Context: an optimization exercise on an open-source flow, tuned for small area. The choices shown serve that exercise and are no tape-out recipe.
Function was checked by simulation only, so behaviour that the tests miss may differ from the original.
The flow treats the clock pin as an ideal source, which a real chip does not have.
Power and IR drop assume default switching activity.

==> flow/design.v <==
module lf_fa (input wire a, input wire b, input wire c, output wire s, output wire co);
    assign {co, s} = a + b + c;
endmodule
module lf_ha (input wire a, input wire b, output wire s, output wire co);
    assign {co, s} = a + b;
endmodule
module lf_cell (
    input  wire h1, input wire h0,
    input  wire q1, input wire q0,
    input  wire p,  input wire m0, input wire m1,
    input  wire s,  input wire hold,
    input  wire flip,
    output wire d
    );
    wire n0 = ~(h0 ^ q0);
    wire n1 = ~(h1 ^ q1);
    wire l  = ~(p | n0 | n1) | s & (n0 & (n1 ? m0 : m1) | hold);
    assign d = l ^ flip;
endmodule
module automaton (
    input  wire        CLK,
    input  wire        i_rst,
    input  wire        i_cal_stb,
    input  wire        i_clk_tick,
    input  wire [10:0] i_inq_x,
    input  wire [10:0] i_inq_y,
    input  wire [10:0] i_sel_x,
    input  wire [10:0] i_sel_y,
    output wire        o_sta
    );
    localparam W = 50;
    localparam H = 38;
    function [11:0] to_cell;
        input [10:0] x;
        input [10:0] y;
        reg [10:0] xo, yo;
        reg [10:0] cx, cy;
        begin
            xo = x - 11'd12;
            yo = y - 11'd4;
            cx = xo / 11'd20;
            cy = yo / 11'd20;
            if (xo < 11'd1000 && yo < 11'd760)
                to_cell = {cy[5:0], cx[5:0]};
            else
                to_cell = {cy[5:0], 6'd63};
        end
    endfunction
    reg [11:0] sel1, sel2, sel3;    
    reg [11:0] inq1, inq2;
    always @(posedge CLK) begin
        sel1 <= to_cell(i_sel_x, i_sel_y);
        sel2 <= sel1;
        sel3 <= sel2;
        inq1 <= to_cell(i_inq_x, i_inq_y);
        inq2 <= inq1;
    end
    reg clr;
    always @(posedge CLK or posedge i_rst)
        if (i_rst) clr <= 1'b1;
        else       clr <= 1'b0;
    wire cal  = i_cal_stb & ~clr;
    wire hold = ~i_cal_stb & ~clr;
    wire tick = i_clk_tick & ~i_cal_stb;
    reg  [W-1:0] st [0:H-1];
    wire [W-1:0] nx [0:H-1];
    wire [1:0] hh [0:H+1][0:W-1];
    genvar i, j, k;
    generate
        for (j = 0; j < W; j = j + 1) begin : hpad
            assign hh[0][j] = 2'd0;
            assign hh[H+1][j] = 2'd0;
        end
        for (i = 0; i < H; i = i + 1) begin : hrow
            for (j = 0; j < W; j = j + 1) begin : hcol
                if (j == 0)
                    lf_ha u (.a(st[i][j]), .b(st[i][j+1]), .s(hh[i+1][j][0]), .co(hh[i+1][j][1]));
                else if (j == W-1)
                    lf_ha u (.a(st[i][j-1]), .b(st[i][j]), .s(hh[i+1][j][0]), .co(hh[i+1][j][1]));
                else
                    lf_fa u (.a(st[i][j-1]), .b(st[i][j]), .c(st[i][j+1]), .s(hh[i+1][j][0]), .co(hh[i+1][j][1]));
            end
        end
        for (k = 0; k < H/2; k = k + 1) begin : pair
            for (j = 0; j < W; j = j + 1) begin : pcol
                wire [1:0] ta = hh[2*k+1][j];
                wire [1:0] tb = hh[2*k+2][j];
                wire q0, c0, q1, q2;
                lf_ha ul (.a(ta[0]), .b(tb[0]), .s(q0), .co(c0));
                lf_fa uh (.a(ta[1]), .b(tb[1]), .c(c0), .s(q1), .co(q2));
                wire p = q2 | ~cal;
                wire m = (q2 ^ (q1 | q0)) & cal;
                wire m0 = m & ~q0, m1 = m & q0;
                wire fa = tick && sel3[11:6] == 2*k   && sel3[5:0] == j;
                wire fb = tick && sel3[11:6] == 2*k+1 && sel3[5:0] == j;
                lf_cell ca (.h1(hh[2*k][j][1]), .h0(hh[2*k][j][0]), .q1(q1), .q0(q0), .m0(m0), .m1(m1), .p(p),
                            .s(st[2*k][j]), .hold(hold), .flip(fa), .d(nx[2*k][j]));
                lf_cell cb (.h1(hh[2*k+3][j][1]), .h0(hh[2*k+3][j][0]), .q1(q1), .q0(q0), .m0(m0), .m1(m1), .p(p),
                            .s(st[2*k+1][j]), .hold(hold), .flip(fb), .d(nx[2*k+1][j]));
            end
        end
        for (i = 0; i < H; i = i + 1) begin : upd
            always @(posedge CLK) st[i] <= nx[i];
        end
    endgenerate
    reg sta;
    wire [W-1:0] qrow = (inq2[11:6] < H) ? nx[inq2[11:6]] : {W{1'b0}};
    always @(posedge CLK or posedge i_rst)
        if (i_rst) sta <= 1'b0;
        else       sta <= (inq2[5:0] < W) ? qrow[inq2[5:0]] : 1'b0;
    assign o_sta = sta;
endmodule
export LEC_CHECK = 0
export CAP_MARGIN = 20
export CORE_MARGIN = 2
export CORE_UTILIZATION = 50
export PLACE_DENSITY = 0.6
export SLEW_MARGIN = 20
export SYNTH_HIERARCHICAL = 1
export SYNTH_MINIMUM_KEEP_SIZE = 0
create_clock -name core_clock -period 15.0 [get_ports {CLK}]
standard.sh (not shown) runs the stock make flow with config.mk's settings and CLKGATE_MAP_FILE= SYNTH_SCRIPT=/design/flow/synth_recipe.tcl, a recipe that flattens the netlist after the stock synthesis.
==> flow/flow/run.sh <==
#!/bin/bash
# Standard synthesis, then its combinational logic re-mapped for area
# (flip-flops untouched), then the standard layout from floorplan on.
set -euo pipefail
W=$(pwd)
R=$W/orfs/results/$FLOW_PLATFORM/automaton/base
LIB=$FLOW_HOME/platforms/$FLOW_PLATFORM/lib/sky130_fd_sc_hd__tt_025C_1v80.lib
YOSYS=$(command -v yosys || echo $FLOW_HOME/../tools/install/yosys/bin/yosys)

bash standard.sh synth > synth_standard.log 2>&1
cp $R/1_2_yosys.v $W/standard_netlist.v

DU=""
for c in $(sed -n '/DONT_USE_CELLS/,/^#/p' $FLOW_HOME/platforms/$FLOW_PLATFORM/config.mk | grep -o 'sky130_fd_sc_hd__[a-z0-9_]*'); do
  DU="$DU -dont_use $c"
done
python3 flow/genmap.py $LIB > $W/cellmap.v
sed -e "s|@LIB@|$LIB|g" -e "s|@IN@|$W/standard_netlist.v|" -e "s|@TOP@|$FLOW_TOP|" -e "s|@MAP@|$W/cellmap.v|" \
    -e "s|@DONTUSE@|$DU|" -e "s|@SCRIPT@|$W/flow/area.abc|" -e "s|@OUT@|$W/remapped.v|" \
    flow/remap.ys > $W/remap_run.ys
$YOSYS -s $W/remap_run.ys > remap.log 2>&1

cp $W/remapped.v $R/1_2_yosys.v
rm -f $R/1_synth.odb $R/1_synth.sdc
bash standard.sh synth > synth_odb.log 2>&1
cmp -s $W/remapped.v $R/1_2_yosys.v || { echo "re-mapped netlist was overwritten"; exit 1; }
# Clock tree: larger sink clusters and no dummy loads, which the tree's
# balance does not need here.
export CTS_ARGS="-sink_clustering_enable -repair_clock_nets -dont_use_dummy_load -sink_clustering_size 16 -sink_clustering_max_diameter 60 -buf_list sky130_fd_sc_hd__clkbuf_8"
bash standard.sh cts > layout_to_cts.log 2>&1
RESULTS=$R LIB=$LIB openroad -no_init -exit flow/downsize.tcl > downsize.log 2>&1
# more rounds of antenna repair after detailed routing than the default 5
export MAX_REPAIR_ANTENNAS_ITER_DRT=12
bash standard.sh > layout.log 2>&1
test -f out/final.def
==> flow/flow/downsize.tcl <==
# Area recovery after clock tree synthesis, on the placed design: every cell
# that has a smaller variant of the same function (a lower drive strength)
# is tried at the smaller size and kept there when slew and capacitance keep
# their margin (and the cell's own net a wide one), setup slack stays above 2 ns and, for clock buffers, every
# flip-flop clock pin's estimated slew stays below CLK_MAX.  Narrower cells
# keep their place, so the placement stays legal.
set R $::env(RESULTS)
read_db $R/4_cts.odb
read_liberty $::env(LIB)
read_sdc $R/4_cts.sdc
source $::env(FLOW_HOME)/platforms/$::env(FLOW_PLATFORM)/setRC.tcl
set CLK_MAX 0.100
report_design_area
proc cell_area {m} { return [expr [$m getWidth]*[$m getHeight]] }
proc smaller_masters {mname} {
  if {![regexp {^(sky130_fd_sc_hd__[a-z0-9]+)_([0-9]+)$} $mname -> base n]} { return {} }
  set out {}
  set db [ord::get_db]
  set cur [$db findMaster $mname]
  set ca [cell_area $cur]
  foreach k {0 1 2 3 4 6 8 12 16} {
    if {$k >= $n} continue
    set m [$db findMaster ${base}_$k]
    if {$m == "NULL" || $m == ""} continue
    if {[cell_area $m] < $ca} { lappend out [list [cell_area $m] ${base}_$k] }
  }
  set out [lsort -real -index 0 $out]
  set names {}
  foreach x $out { lappend names [lindex $x 1] }
  return $names
}
proc clk_slew_worst {} {
  set w 0
  foreach p [get_pins -hierarchical */CLK] {
    set s [get_property $p slew_max]
    if {$s > $w} {set w $s}
  }
  return $w
}
# flip-flop clock pins driven straight by a clock buffer
proc leaf_clk_pins {inst} {
  set pins {}
  foreach it [$inst getITerms] {
    if {![$it isOutputSignal]} continue
    foreach l [[$it getNet] getITerms] {
      if {[$l getMTerm] != "NULL" && [[$l getMTerm] getName] == "CLK"} {
        lappend pins [get_pins [[$l getInst] getName]/CLK]
      }
    }
  }
  return $pins
}
proc pins_slew_worst {pins} {
  set w 0
  foreach p $pins {
    set s [get_property $p slew_max]
    if {$s > $w} {set w $s}
  }
  return $w
}
# worst slew on the net a cell drives (its output pin and every load pin)
proc out_slew_worst {inst} {
  set w 0
  foreach it [$inst getITerms] {
    if {![$it isOutputSignal]} continue
    set n [$it getNet]
    if {$n == "NULL" || $n == ""} continue
    foreach l [$n getITerms] {
      set p [get_pins -quiet [[$l getInst] getName]/[[$l getMTerm] getName]]
      if {$p == ""} continue
      set sl [get_property $p slew_max]
      if {$sl > $w} {set w $sl}
    }
  }
  return $w
}
proc ok_state {slew0 cap0 wns_min clk_max} {
  set s [sta::max_slew_check_slack_limit]
  set c [sta::max_capacitance_check_slack_limit]
  if {$s < [expr min($slew0, $::SLEW_R)]} { return 0 }
  if {$c < [expr min($cap0, $::CAP_R)]} { return 0 }
  if {[sta::worst_slack_cmd max] < $wns_min} { return 0 }
  return 1
}
proc reest {inst} {
  foreach it [$inst getITerms] {
    set n [$it getNet]
    if {$n == "NULL" || $n == ""} continue
    set sn [get_nets -quiet [$n getName]]
    if {$sn != ""} { est::estimate_parasitic_net $sn }
  }
}
set SLEW_R 0.2
set CAP_R 0.2
set NET_SLEW_MAX 0.9
estimate_parasitics -placement
set slew0 [sta::max_slew_check_slack_limit]
set cap0 [sta::max_capacitance_check_slack_limit]
puts "start: slew ratio $slew0 cap ratio $cap0 wns [sta::worst_slack_cmd max] clk [clk_slew_worst]"
set gained 0
set nswap 0
set ntry 0
foreach inst [[ord::get_db_block] getInsts] {
  set m [$inst getMaster]
  if {[$m getType] != "CORE"} continue
  set mname [$m getName]
  if {[regexp {df|fill|tap|decap|conb|diode} $mname]} continue
  set cands [smaller_masters $mname]
  if {$cands == {}} continue
  set isclk [regexp {clkbuf} $mname]
  if {$isclk} {
    set leaf [leaf_clk_pins $inst]
    if {$leaf == {}} continue
  }
  incr ntry
  foreach c $cands {
    set old [$inst getMaster]
    set iname [$inst getName]
    replace_cell $iname $c
    reest $inst
    set good [ok_state $slew0 $cap0 2e-9 0]
    if {$good && [out_slew_worst $inst] > $::NET_SLEW_MAX} { set good 0 }
    if {$good && $isclk} {
      if {[pins_slew_worst $leaf] > $::CLK_MAX} { set good 0 }
    }
    if {$good} {
      set gained [expr $gained + ([cell_area $old] - [cell_area [$inst getMaster]])/1e6]
      incr nswap
      break
    } else {
      replace_cell $iname [$old getName]
      reest $inst
    }
  }
}
estimate_parasitics -placement
puts "tried $ntry, downsized $nswap cells, area recovered $gained um2; slew ratio [sta::max_slew_check_slack_limit] cap ratio [sta::max_capacitance_check_slack_limit] wns [sta::worst_slack_cmd max] clk [clk_slew_worst]"
report_design_area
check_placement
write_db $R/4_cts.odb
Other scripts of this flow, unchanged in this note and not shown: flow/flow/area.abc, flow/flow/genmap.py, flow/flow/remap.ys
The baseline went through all stages and came out clean.
==> next run, changes <==
--- a/flow/flow/run.sh
+++ b/flow/flow/run.sh
@@ -32,2 +31,0 @@
-# more rounds of antenna repair after detailed routing than the default 5
-export MAX_REPAIR_ANTENNAS_ITER_DRT=12
--- a/flow/flow/downsize.tcl
+++ b/flow/flow/downsize.tcl
@@ -4 +4 @@
-# their margin (and the cell's own net a wide one), setup slack stays above 2 ns and, for clock buffers, every
+# their margin, setup slack stays above 2 ns and, for clock buffers, every
@@ -61,16 +60,0 @@
-# worst slew on the net a cell drives (its output pin and every load pin)
-proc out_slew_worst {inst} {
-  set w 0
-  foreach it [$inst getITerms] {
-    if {![$it isOutputSignal]} continue
-    set n [$it getNet]
-    if {$n == "NULL" || $n == ""} continue
-    foreach l [$n getITerms] {
-      set p [get_pins -quiet [[$l getInst] getName]/[[$l getMTerm] getName]]
-      if {$p == ""} continue
-      set sl [get_property $p slew_max]
-      if {$sl > $w} {set w $sl}
-    }
-  }
-  return $w
-}
@@ -93,3 +77,2 @@
-set SLEW_R 0.2
-set CAP_R 0.2
-set NET_SLEW_MAX 0.9
+set SLEW_R 0.15
+set CAP_R 0.15
@@ -122 +104,0 @@
-    if {$good && [out_slew_worst $inst] > $::NET_SLEW_MAX} { set good 0 }
- CAP_MARGIN: 20 -> 5
- SLEW_MARGIN: 20 -> 5
What happened: With this change the flow finished with capacitance limit, slew limit left; area after synthesis is unchanged; power decreases by 0.52%; setup slack got worse by 0.56 ns; global-route usage barely changes; flip-flop and latch count stays the same; clock-buffer cell count decreases by 8; core utilization decreases by 0.11 points; die area is unchanged.
==> next run, changes <==
--- a/flow/flow/run.sh
+++ b/flow/flow/run.sh
@@ -29 +29 @@
-export CTS_ARGS="-sink_clustering_enable -repair_clock_nets -dont_use_dummy_load -sink_clustering_size 16 -sink_clustering_max_diameter 60 -buf_list sky130_fd_sc_hd__clkbuf_8"
+export CTS_ARGS="-sink_clustering_enable -repair_clock_nets -dont_use_dummy_load -sink_clustering_size 20 -sink_clustering_max_diameter 80 -buf_list {sky130_fd_sc_hd__clkbuf_4 sky130_fd_sc_hd__clkbuf_8 sky130_fd_sc_hd__clkbuf_16}"
--- a/flow/flow/downsize.tcl
+++ b/flow/flow/downsize.tcl
@@ -4 +4 @@
-# their margin, setup slack stays above 2 ns and, for clock buffers, every
+# their margin (and the cell's own net a wide one), setup slack stays above 2 ns and, for clock buffers, every
@@ -60,0 +61,16 @@
+# worst slew on the net a cell drives (its output pin and every load pin)
+proc out_slew_worst {inst} {
+  set w 0
+  foreach it [$inst getITerms] {
+    if {![$it isOutputSignal]} continue
+    set n [$it getNet]
+    if {$n == "NULL" || $n == ""} continue
+    foreach l [$n getITerms] {
+      set p [get_pins -quiet [[$l getInst] getName]/[[$l getMTerm] getName]]
+      if {$p == ""} continue
+      set sl [get_property $p slew_max]
+      if {$sl > $w} {set w $sl}
+    }
+  }
+  return $w
+}
@@ -77,2 +93,3 @@
-set SLEW_R 0.15
-set CAP_R 0.15
+set SLEW_R 0.2
+set CAP_R 0.2
+set NET_SLEW_MAX 0.9
@@ -104,0 +122 @@
+    if {$good && [out_slew_worst $inst] > $::NET_SLEW_MAX} { set good 0 }
- CAP_MARGIN: 5 -> 20
- SLEW_MARGIN: 5 -> 20
Outcome:
- The new run completed without violations
- total power came out higher by 1.8%
- utilization came out higher by 0.16 points
- flip-flop and latch count is unchanged

-- re-timing with driven ports --
The results above use ideal ports. As a check the final layouts listed here were re-extracted and re-timed, cells and wires unchanged.
Step 1 assumes that a clkbuf_16 drives the clock port and a buf_2 every other input.
Step 2, shift: input delay + t, output delay - t, t = (earliest + latest rising clock arrival at the registers) / 2. This alone moves slack from input paths to output paths.
Three values: ideal ports, drivers, drivers and shift; two values: the first two.
run	t (ns)	setup WS [ns]	worst hold slack (ns)	worst setup path after step 2	clock arrival spread, ns
the first run	1.284	4.074 / 4.173 / 2.888	0.329 / 0.329 / 0.329	input to register	0.151 / 0.151
the second run	1.297	3.511 / 3.607 / 2.310	0.318 / 0.318 / 0.318	input to register	0.144 / 0.144
the third run	1.062	3.391 / 3.495 / 2.432	0.326 / 0.326 / 0.326	input to register	0.128 / 0.129
The setup slack of the second run, which loses most, moves by +0.096 ns with the drivers and by -1.201 ns with both steps.
